Background: an optimization exercise with open tools, aiming at small area and a short achievable clock period. Do not read the settings as production practice. At most, simulation tests tie the RTL to the original design; equivalence was not proved.

Setup of oak:
## addmuladd_3_stage_signed_18_bit_xor_reduction
module addmuladd_3_stage_signed_18_bit_xor_reduction(
	input signed [17:0] a,
	input signed [17:0] b,
	input signed [17:0] c,
	input signed [17:0] d,
	output [17:0] out,
	input clk);
	wire [17:0] h = a ^ d;
	wire [18:0] k = {a & d, 1'b0};
	wire [9:0] t, one, two, neg;
	assign t[0] = 1'b0;
	assign t[1] = h[1] | k[1] | (h[0] & k[0]);
	assign one[0] = (h[0] & ~k[0] & ~h[1] & ~k[1] & ~t[0]) | (~h[0] & k[0] & ~h[1] & ~k[1] & ~t[0]) | (h[0] & ~k[0] & h[1] & ~k[1] & ~t[0]) | (~h[0] & k[0] & h[1] & ~k[1] & ~t[0]) | (h[0] & ~k[0] & ~h[1] & k[1] & ~t[0]) | (~h[0] & k[0] & ~h[1] & k[1] & ~t[0]) | (h[0] & ~k[0] & h[1] & k[1] & ~t[0]) | (~h[0] & k[0] & h[1] & k[1] & ~t[0]) | (~h[0] & ~k[0] & ~h[1] & ~k[1] & t[0]) | (h[0] & k[0] & ~h[1] & ~k[1] & t[0]) | (~h[0] & ~k[0] & h[1] & ~k[1] & t[0]) | (h[0] & k[0] & h[1] & ~k[1] & t[0]) | (~h[0] & ~k[0] & ~h[1] & k[1] & t[0]) | (h[0] & k[0] & ~h[1] & k[1] & t[0]) | (~h[0] & ~k[0] & h[1] & k[1] & t[0]);
	assign two[0] = (h[0] & k[0] & ~h[1] & ~k[1] & ~t[0]) | (~h[0] & ~k[0] & h[1] & ~k[1] & ~t[0]) | (~h[0] & ~k[0] & ~h[1] & k[1] & ~t[0]) | (h[0] & k[0] & h[1] & k[1] & ~t[0]) | (h[0] & ~k[0] & ~h[1] & ~k[1] & t[0]) | (~h[0] & k[0] & ~h[1] & ~k[1] & t[0]) | (h[0] & ~k[0] & h[1] & k[1] & t[0]) | (~h[0] & k[0] & h[1] & k[1] & t[0]);
	assign neg[0] = (h[0] & k[0] & ~h[1] & ~k[1] & ~t[0]) | (~h[0] & ~k[0] & h[1] & ~k[1] & ~t[0]) | (h[0] & ~k[0] & h[1] & ~k[1] & ~t[0]) | (~h[0] & k[0] & h[1] & ~k[1] & ~t[0]) | (~h[0] & ~k[0] & ~h[1] & k[1] & ~t[0]) | (h[0] & ~k[0] & ~h[1] & k[1] & ~t[0]) | (~h[0] & k[0] & ~h[1] & k[1] & ~t[0]) | (h[0] & k[0] & ~h[1] & ~k[1] & t[0]) | (~h[0] & ~k[0] & h[1] & ~k[1] & t[0]) | (~h[0] & ~k[0] & ~h[1] & k[1] & t[0]);
	assign t[2] = h[3] | k[3] | (h[2] & k[2]);
  ...
Size in the first run: roughly 1400 cells after synthesis, ~91 I/O pins.
clock: 10.0 ns
lec_check: 0
abc_area: 1
cap_margin: 20
core_margin: 2
core_utilization: 40
cts_buf_list: sky130_fd_sc_hd__clkbuf_4 sky130_fd_sc_hd__clkbuf_8
slew_margin: 20
standard.sh (not shown) runs the stock make flow with config.mk's settings and CLKGATE_MAP_FILE= SYNTH_SCRIPT=/design/flow/synth_recipe.tcl, a recipe that flattens the netlist after the stock synthesis.
==> flow/flow/run.sh <==
#!/bin/bash
# The standard layout (standard.sh), with these changes:
#  - after the standard synthesis, inverters around full-adder cells are removed by
#    flipping the polarity of full adders (invopt2.py); registers are not touched;
#  - ports are buffered with buf_1 cells (the resizer upsizes them where timing needs it);
#  - timing repair aims at a larger setup margin than the design's clock needs, so
#    the layout is optimised for the period it achieves.
set -euo pipefail
MARGIN=6.8
R=$PWD/orfs/results/sky130hd/addmuladd_3_stage_signed_18_bit_xor_reduction/base
bash standard.sh $R/1_2_yosys.v > synth.log 2>&1
cp $R/1_2_yosys.v $R/1_2_yosys_std.v
python3 flow/invopt2.py $R/1_2_yosys_std.v $R/1_2_yosys.v > invopt.log 2>&1
bash standard.sh SETUP_SLACK_MARGIN=$MARGIN "BUFFER_PORTS_ARGS=-buffer_cell sky130_fd_sc_hd__buf_1" finish > layout.log 2>&1
Other scripts of this flow, unchanged in this note and not shown: flow/flow/invopt2.py
oak completed every stage of the flow, and the final layout passed the timing, design-rule and antenna checks.
Input-level comparison between pine and oak:
-- flow/flow/run.sh --
<<< oak, line 8
set -euo pipefail
MARGIN=6.8
R=$PWD/orfs/results/sky130hd/addmuladd_3_stage_signed_18_bit_xor_reduction/base
>>> pine, line 8
set -euo pipefail
MARGIN=6.9
R=$PWD/orfs/results/sky130hd/addmuladd_3_stage_signed_18_bit_xor_reduction/base
Notes after the runs:
pine vs. oak: time the final worst path needs with I/O delays and setup went down by 100 ps; routability congestion estimate from global placement went up by about 2.8%. Where total detailed-routing wirelength is concerned, oak is better than pine. Global-route usage: pine vs oak up 0.33 points.
Function was not checked in any run of this note: the RTL went through the layout flow alone.

addmuladd_3_stage_signed_18_bit_xor_reduction, a different RTL version from the one above (not shown whole).
Size: ~1800 cells after synthesis, ~91 I/O pins, ~14000 µm² of cells after synthesis.
export LEC_CHECK = 0
export ABC_AREA = 1
export CAP_MARGIN = 20
export CORE_MARGIN = 2
export CORE_UTILIZATION = 40
export SLEW_MARGIN = 20
create_clock -name core_clock -period 10.0 [get_ports {clk}]
==> flow/flow/run.sh <==
#!/bin/bash
set -o pipefail
export SETUP_SLACK_MARGIN=6.0
bash standard.sh > standard_flow.log 2>&1
The baseline passed the timing, design-rule and antenna checks.
Rerun with:
==> flow/run.sh (new file) <==
#!/bin/bash
# synth_recipe.tcl (not shown) runs the flow's synth.tcl, then flattens the netlist and writes it again
# the make line also repeats each setting of config.mk as NAME=value (left out here)
make -C /OpenROAD-flow-scripts/flow DESIGN_CONFIG=/design/flow/config.mk WORK_HOME=/design/flow/orfs CLKGATE_MAP_FILE= SYNTH_SCRIPT=/design/flow/synth_recipe.tcl finish
removed: flow/flow/run.sh
removed: flow/standard.sh
Cell area falls by 4.3%.
Routed wire length falls by 2.2%.
Synthesized area is unchanged.
Count of clock-buffer cells in the layout does not change.
Worst setup slack loses 1400 ps.
Rerun with:
--- a/flow/config.mk
+++ b/flow/config.mk
@@ -7,3 +7,2 @@
 export LEC_CHECK = 0
-export ABC_AREA = 1
 export CAP_MARGIN = 20
Outcome: The new run went through all stages and came out clean; cell area grows by 6.6%; wire length goes up by 13%; flip-flop and latch count does not change; worst setup slack is better by 170 ps; fmax went up by 3.4%; synthesized area increases by 9.1%; critical path depth climbs by 10; first-iteration DRC count rises by 66%; count of clock-buffer cells in the layout stays the same.

## run 1
Another version of the RTL of addmuladd_3_stage_signed_18_bit_xor_reduction (not shown whole).
For scale: roughly 1600 cells after synthesis, ~91 I/O pins, roughly 14000 µm² of cells after synthesis.
==> flow/config.mk <==
export PLATFORM = sky130hd
export DESIGN_NAME = addmuladd_3_stage_signed_18_bit_xor_reduction
export DESIGN_NICKNAME = addmuladd_3_stage_signed_18_bit_xor_reduction
export VERILOG_FILES = /design/flow/design.v
export SDC_FILE = /design/flow/constraint.sdc
export NUM_CORES = 4
export LEC_CHECK = 0
export ABC_AREA = 1
export CAP_MARGIN = 20
export CORE_MARGIN = 2
export CORE_UTILIZATION = 40
export SLEW_MARGIN = 20
==> flow/constraint.sdc <==
create_clock -name core_clock -period 10.0 [get_ports {clk}]
set_input_delay 2.0000 -clock core_clock [delete_from_list [all_inputs] [get_ports {clk}]]
set_output_delay 2.0000 -clock core_clock [all_outputs]
set_load 0.01 [all_outputs]
==> flow/flow/run.sh <==
#!/bin/bash
# The standard layout, with two changes:
#  - after the standard synthesis, inverters around full-adder cells are removed by
#    flipping the polarity of full adders (invopt.py; registers are not touched);
#  - timing repair aims at a larger setup margin than the design's clock needs.
set -euo pipefail
MARGIN=7.0
R=$PWD/orfs/results/sky130hd/addmuladd_3_stage_signed_18_bit_xor_reduction/base
bash standard.sh $R/1_2_yosys.v > synth.log 2>&1
cp $R/1_2_yosys.v $R/1_2_yosys_std.v
python3 flow/invopt.py $R/1_2_yosys_std.v $R/1_2_yosys.v > invopt.log 2>&1
bash standard.sh SETUP_SLACK_MARGIN=$MARGIN finish > layout.log 2>&1
==> flow/flow/invopt.py <==
#!/usr/bin/env python3
"""Remove inverters around full adders in a flat Yosys netlist.

A full adder is self-dual: FA(~a, ~b, ~c) = (~sum, ~cout). Flipping a full adder
(feeding it the complements of its inputs and taking the complements of its outputs)
leaves the function of the netlist unchanged. Greedily flip the sky130 fa cells
where this lowers the number of inverter cells. Registers are left untouched.
usage: invopt.py IN.v OUT.v
"""
import re, sys

src = open(sys.argv[1]).read()
m_first = re.search(r'^\s*sky130_fd_sc_hd__\w+\s', src, re.M)
m_end = src.rfind('endmodule')
head = src[:m_first.start()]
cell_txt = src[m_first.start():m_end]
assert 'assign' not in cell_txt, 'assign statements are not handled'

cell_re = re.compile(r'(sky130_fd_sc_hd__\w+)\s+(\\\S+\s|\S+)\s*\((.*?)\);', re.S)
pin_re = re.compile(r'\.(\w+)\(\s*(\\\S+\s|[^()\s]+)\s*\)')
OUTPINS = {'X', 'Y', 'Q', 'Q_N', 'SUM', 'COUT', 'HI', 'LO'}

cells = {}   # name -> [type, {pin: net}]
order = []
for m in cell_re.finditer(cell_txt):
    typ, name, body = m.group(1), m.group(2).strip(), m.group(3)
    pins = {p: n.strip() for p, n in pin_re.findall(body)}
    cells[name] = [typ, pins]
    order.append(name)

# ports and other fixed loads
ports_out = set()
for m in re.finditer(r'^\s*output\s+(\[(\d+):(\d+)\]\s*)?(\S+);', head, re.M):
    if m.group(1):
        hi, lo = int(m.group(2)), int(m.group(3))
        for i in range(min(hi, lo), max(hi, lo) + 1): ports_out.add(f"{m.group(4)}[{i}]")
    else:
        ports_out.add(m.group(4))

def is_inv(t): return re.match(r'sky130_fd_sc_hd__(clk)?inv_\d+$', t) is not None
def is_fa(t): return re.match(r'sky130_fd_sc_hd__fa_\d+$', t) is not None

driver = {}
loads = {}
def rebuild():
    driver.clear(); loads.clear()
    for name, (typ, pins) in cells.items():
        for p, n in pins.items():
            if p in OUTPINS: driver[n] = (name, p)
            else: loads.setdefault(n, []).append((name, p))
rebuild()

def nloads(n):
    return len(loads.get(n, [])) + (1 if n in ports_out else 0)

newid = [0]
new_wires = []
def fresh():
    newid[0] += 1
    n = f"_invopt_{newid[0]}_"
    new_wires.append(n)
    return n

def connect(cell, pin, net):
    old = cells[cell][1][pin]
    if old == net: return
    loads[old].remove((cell, pin))
    cells[cell][1][pin] = net
    loads.setdefault(net, []).append((cell, pin))

def inverted_of(net):
    """Net carrying ~net, and the number of inverters this adds (0 or 1)."""
    d = driver.get(net)
    if d and is_inv(cells[d[0]][0]):
        return cells[d[0]][1]['A'], 0
    for (c, p) in loads.get(net, []):
        if is_inv(cells[c][0]):
            return cells[c][1]['Y'], 0
    return None, 1

def add_inv(a, y):
    newid[0] += 1
    name = f"_invopt_cell_{newid[0]}_"
    cells[name] = ['sky130_fd_sc_hd__inv_1', {'A': a, 'Y': y}]
    order.append(name)
    driver[y] = (name, 'Y')
    loads.setdefault(a, []).append((name, 'A'))

def remove_dead_invs():
    removed = 0
    changed = True
    while changed:
        changed = False
        for name in list(cells):
            typ, pins = cells[name]
            if is_inv(typ) and nloads(pins['Y']) == 0:
                loads[pins['A']].remove((name, 'A'))
                del driver[pins['Y']]
                del cells[name]
                removed += 1
                changed = True
    return removed

def count_invs():
    return sum(1 for t, _ in cells.values() if is_inv(t))

def flip_cost(f):
    """Estimated change in inverter count if full adder f is flipped."""
    typ, pins = cells[f]
    delta = 0
    seen = {}
    for p in ('A', 'B', 'CIN'):
        n = pins[p]
        if n in seen: continue
        seen[n] = 1
        d = driver.get(n)
        if d and is_inv(cells[d[0]][0]):
            users = sum(1 for q in ('A', 'B', 'CIN') if pins[q] == n)
            if nloads(n) == users: delta -= 1
        else:
            _, c = inverted_of(n)
            delta += c
    for p in ('SUM', 'COUT'):
        n = pins[p]
        ls = loads.get(n, [])
        inv_loads = [c for c, q in ls if is_inv(cells[c][0]) and cells[c][1]['Y'] not in ports_out]
        others = len(ls) - len(inv_loads) + (1 if n in ports_out else 0)
        delta -= len(inv_loads)
        if others: delta += 1
    return delta

def flip(f):
    typ, pins = cells[f]
    for p in ('A', 'B', 'CIN'):
        n = pins[p]
        m, c = inverted_of(n)
        if m is None:
            m = fresh()
            add_inv(n, m)
        connect(f, p, m)
    for p in ('SUM', 'COUT'):
        n = pins[p]
        ls = list(loads.get(n, []))
        inv_loads = [c for c, q in ls if is_inv(cells[c][0]) and cells[c][1]['Y'] not in ports_out]
        others = [(c, q) for c, q in ls if c not in inv_loads]
        newn = fresh()
        del driver[n]
        pins[p] = newn
        driver[newn] = (f, p)
        # inverters on the old output now just pass the new output through
        for ic in inv_loads:
            y = cells[ic][1]['Y']
            for (c, q) in list(loads.get(y, [])):
                connect(c, q, newn)
            if y in ports_out:
                # keep the inverter's output net (port); drive it from newn via a buffer-free path:
                # leave the inverter, it now must invert the new net twice -> keep original structure
                pass
        if others or n in ports_out:
            add_inv(newn, n)
        else:
            loads.pop(n, None)
        for ic in inv_loads:
            y = cells[ic][1]['Y']
            if y in ports_out:
                continue
            # the inverter reads the old net n; drop it
            if ic in cells:
                a = cells[ic][1]['A']
                if (ic, 'A') in loads.get(a, []): loads[a].remove((ic, 'A'))
                del driver[y]
                del cells[ic]
    remove_dead_invs()

before = count_invs()
remove_dead_invs()
fas = [n for n in order if n in cells and is_fa(cells[n][0])]
for it in range(10):
    improved = 0
    for f in fas:
        if flip_cost(f) < 0:
            b = count_invs()
            flip(f)
            a = count_invs()
            improved += b - a
    if improved <= 0: break
after = count_invs()
sys.stderr.write(f"invopt: inverters {before} -> {after}\n")

def fmt(n): return n + ' ' if n.startswith('\\') else n
out = [head.rstrip('\n') + '\n']
for w in new_wires:
    out.append(f"  wire {w};\n")
for name in order:
    if name not in cells: continue
    typ, pins = cells[name]
    pl = ",\n".join(f"    .{p}({fmt(n)})" for p, n in pins.items())
    out.append(f"  {typ} {fmt(name)} (\n{pl}\n  );\n")
out.append("endmodule\n")
open(sys.argv[2], 'w').write(''.join(out))
For run 2, these inputs were changed with respect to run 1:
==> flow/flow/run.sh <==
#!/bin/bash
# The standard layout (standard.sh), with these changes:
#  - after the standard synthesis, inverters around full-adder cells are removed by
#    flipping the polarity of full adders (invopt.py); registers are not touched;
#  - ports are buffered with buf_1 cells (the resizer upsizes them where timing needs it);
#  - timing repair aims at a larger setup margin than the design's clock needs, so
#    the layout is optimised for the period it achieves.
set -euo pipefail
MARGIN=6.5
R=$PWD/orfs/results/sky130hd/addmuladd_3_stage_signed_18_bit_xor_reduction/base
bash standard.sh $R/1_2_yosys.v > synth.log 2>&1
cp $R/1_2_yosys.v $R/1_2_yosys_std.v
python3 flow/invopt.py $R/1_2_yosys_std.v $R/1_2_yosys.v > invopt.log 2>&1
bash standard.sh SETUP_SLACK_MARGIN=$MARGIN "BUFFER_PORTS_ARGS=-buffer_cell sky130_fd_sc_hd__buf_1" finish > layout.log 2>&1
--- a/flow/flow/invopt.py
+++ b/flow/flow/invopt.py
@@ -174,0 +175,49 @@
+XOR_TOGGLE = {}
+for k in ('xor2', 'xor3'):
+    for sz in ('1', '2', '4'):
+        XOR_TOGGLE[f'sky130_fd_sc_hd__{k}_{sz}'] = f'sky130_fd_sc_hd__x{"n" + k[1:]}_{sz}'
+        XOR_TOGGLE[f'sky130_fd_sc_hd__x{"n" + k[1:]}_{sz}'] = f'sky130_fd_sc_hd__{k}_{sz}'
+
+def outpin(t):
+    return 'Y' if re.match(r'sky130_fd_sc_hd__xnor2_', t) else 'X'
+
+def toggle(x):
+    typ, pins = cells[x]
+    o = outpin(typ)
+    net = pins.pop(o)
+    cells[x][0] = XOR_TOGGLE[typ]
+    o2 = outpin(cells[x][0])
+    pins[o2] = net
+    driver[net] = (x, o2)
+
+def absorb_xor():
+    """Fold inverters into xor/xnor gates that drive them or that they drive."""
+    n = 0
+    for name in list(cells):
+        if name not in cells: continue
+        typ, pins = cells[name]
+        if not is_inv(typ): continue
+        a, y = pins['A'], pins['Y']
+        if y in ports_out: continue
+        d = driver.get(a)
+        # xor gate driving only this inverter: toggle it and drop the inverter
+        if d and cells[d[0]][0] in XOR_TOGGLE and nloads(a) == 1:
+            x = d[0]
+            loads[a].remove((name, 'A'))
+            del driver[y]
+            del cells[name]
+            cells[x][1][d[1]] = y
+            del driver[a]
+            driver[y] = (x, d[1])
+            toggle(x)
+            n += 1
+            continue
+        # xor gates read the inverter's output: read its input and toggle
+        for (c, p) in list(loads.get(y, [])):
+            if cells[c][0] in XOR_TOGGLE:
+                toggle(c)
+                connect(c, p, a)
+                n += 1
+    remove_dead_invs()
+    return n
+
@@ -185,0 +235,3 @@
+    b = count_invs()
+    absorb_xor()
+    improved += b - count_invs()
Results
Run 2 vs. run 1: synthesized netlist cell count decreased 20; critical path depth decreased 6; share of cell area taken by multi-input logic gates increased 4.7 points; wire length of the first global-routing pass decreased about 4%.
Looking at wire length across both flows, run 2 is the stronger of the two, with run 1 trailing.
#### Input delta (run 3 over run 2)
==> flow/flow/run.sh <==
#!/bin/bash
# The standard layout, with two changes:
#  - after the standard synthesis, inverters around full-adder cells are removed by
#    flipping the polarity of full adders (invopt.py; registers are not touched);
#  - timing repair aims at a larger setup margin than the design's clock needs.
set -euo pipefail
MARGIN=6.5
R=$PWD/orfs/results/sky130hd/addmuladd_3_stage_signed_18_bit_xor_reduction/base
bash standard.sh $R/1_2_yosys.v > synth.log 2>&1
cp $R/1_2_yosys.v $R/1_2_yosys_std.v
python3 flow/invopt.py $R/1_2_yosys_std.v $R/1_2_yosys.v > invopt.log 2>&1
bash standard.sh SETUP_SLACK_MARGIN=$MARGIN finish > layout.log 2>&1
--- a/flow/flow/invopt.py
+++ b/flow/flow/invopt.py
@@ -175,49 +174,0 @@
-XOR_TOGGLE = {}
-for k in ('xor2', 'xor3'):
-    for sz in ('1', '2', '4'):
-        XOR_TOGGLE[f'sky130_fd_sc_hd__{k}_{sz}'] = f'sky130_fd_sc_hd__x{"n" + k[1:]}_{sz}'
-        XOR_TOGGLE[f'sky130_fd_sc_hd__x{"n" + k[1:]}_{sz}'] = f'sky130_fd_sc_hd__{k}_{sz}'
-
-def outpin(t):
-    return 'Y' if re.match(r'sky130_fd_sc_hd__xnor2_', t) else 'X'
-
-def toggle(x):
-    typ, pins = cells[x]
-    o = outpin(typ)
-    net = pins.pop(o)
-    cells[x][0] = XOR_TOGGLE[typ]
-    o2 = outpin(cells[x][0])
-    pins[o2] = net
-    driver[net] = (x, o2)
-
-def absorb_xor():
-    """Fold inverters into xor/xnor gates that drive them or that they drive."""
-    n = 0
-    for name in list(cells):
-        if name not in cells: continue
-        typ, pins = cells[name]
-        if not is_inv(typ): continue
-        a, y = pins['A'], pins['Y']
-        if y in ports_out: continue
-        d = driver.get(a)
-        # xor gate driving only this inverter: toggle it and drop the inverter
-        if d and cells[d[0]][0] in XOR_TOGGLE and nloads(a) == 1:
-            x = d[0]
-            loads[a].remove((name, 'A'))
-            del driver[y]
-            del cells[name]
-            cells[x][1][d[1]] = y
-            del driver[a]
-            driver[y] = (x, d[1])
-            toggle(x)
-            n += 1
-            continue
-        # xor gates read the inverter's output: read its input and toggle
-        for (c, p) in list(loads.get(y, [])):
-            if cells[c][0] in XOR_TOGGLE:
-                toggle(c)
-                connect(c, p, a)
-                n += 1
-    remove_dead_invs()
-    return n
-
@@ -235,3 +185,0 @@
-    b = count_invs()
-    absorb_xor()
-    improved += b - count_invs()
Findings:
- Run 3 vs run 2: register-to-register path setup slack up in run 3
- Diff run 2 -> run 3 | first-pass GRT wire length | down slightly
- Run 3 vs run 2, count of plain and timing-repair buffers in the layout went up by 14.
- Diff run 2 -> run 3 | routability congestion estimate | up slightly
- On global-route usage, run 3 and run 2 are basically level.
- Share of the final layout cell area in multi-input gates in run 3 is 2.8 points below run 2.

port drivers added, routing unchanged:
The flow's constraints put no driver on any port. The routed layouts listed below were extracted and timed again, unchanged, in two steps.
Step 1 (the two cells are an assumption about what drives the block):
set clk [get_ports {clk}]
set_driving_cell -lib_cell sky130_fd_sc_hd__clkbuf_16 $clk
set_driving_cell -lib_cell sky130_fd_sc_hd__buf_2 [delete_from_list [all_inputs] $clk]
Step 2 times the ports against the registers' clock, not the clock port: input delays grow and output delays shrink by t, the midpoint of the rising clock arrivals with the driver on.
Three values: no drivers, after step 1, after step 2; two values: the first two.
| run | t (ns) | setup WS [ns] | latest minus earliest clock arrival (ns) |
|---|---|---|---|
| oak | 0.524 | 6.821 / 6.821 / 6.541 | 0.029 / 0.029 |
| pine | 0.528 | 6.924 / 6.880 / 6.567 | 0.016 / 0.016 |
| the first run of note 2 | 0.492 | 6.071 / 6.071 / 5.678 | 0.014 / 0.014 |
| the second run of note 2 | 0.490 | 4.664 / 4.664 / 4.664 | 0.018 / 0.017 |
| the third run of note 2 | 0.488 | 4.837 / 4.863 / 4.374 | 0.018 / 0.019 |
| run 1 | 0.483 | 6.668 / 6.683 / 6.200 | 0.013 / 0.013 |
| run 2 | 0.476 | 6.557 / 6.557 / 6.128 | 0.019 / 0.019 |
| run 3 | 0.483 | 6.605 / 6.586 / 6.163 | 0.017 / 0.017 |
After both steps every run listed still meets setup and hold. For run 1, which loses most, drivers alone change the setup slack by +0.015 ns; drivers and shift together by -0.468 ns.
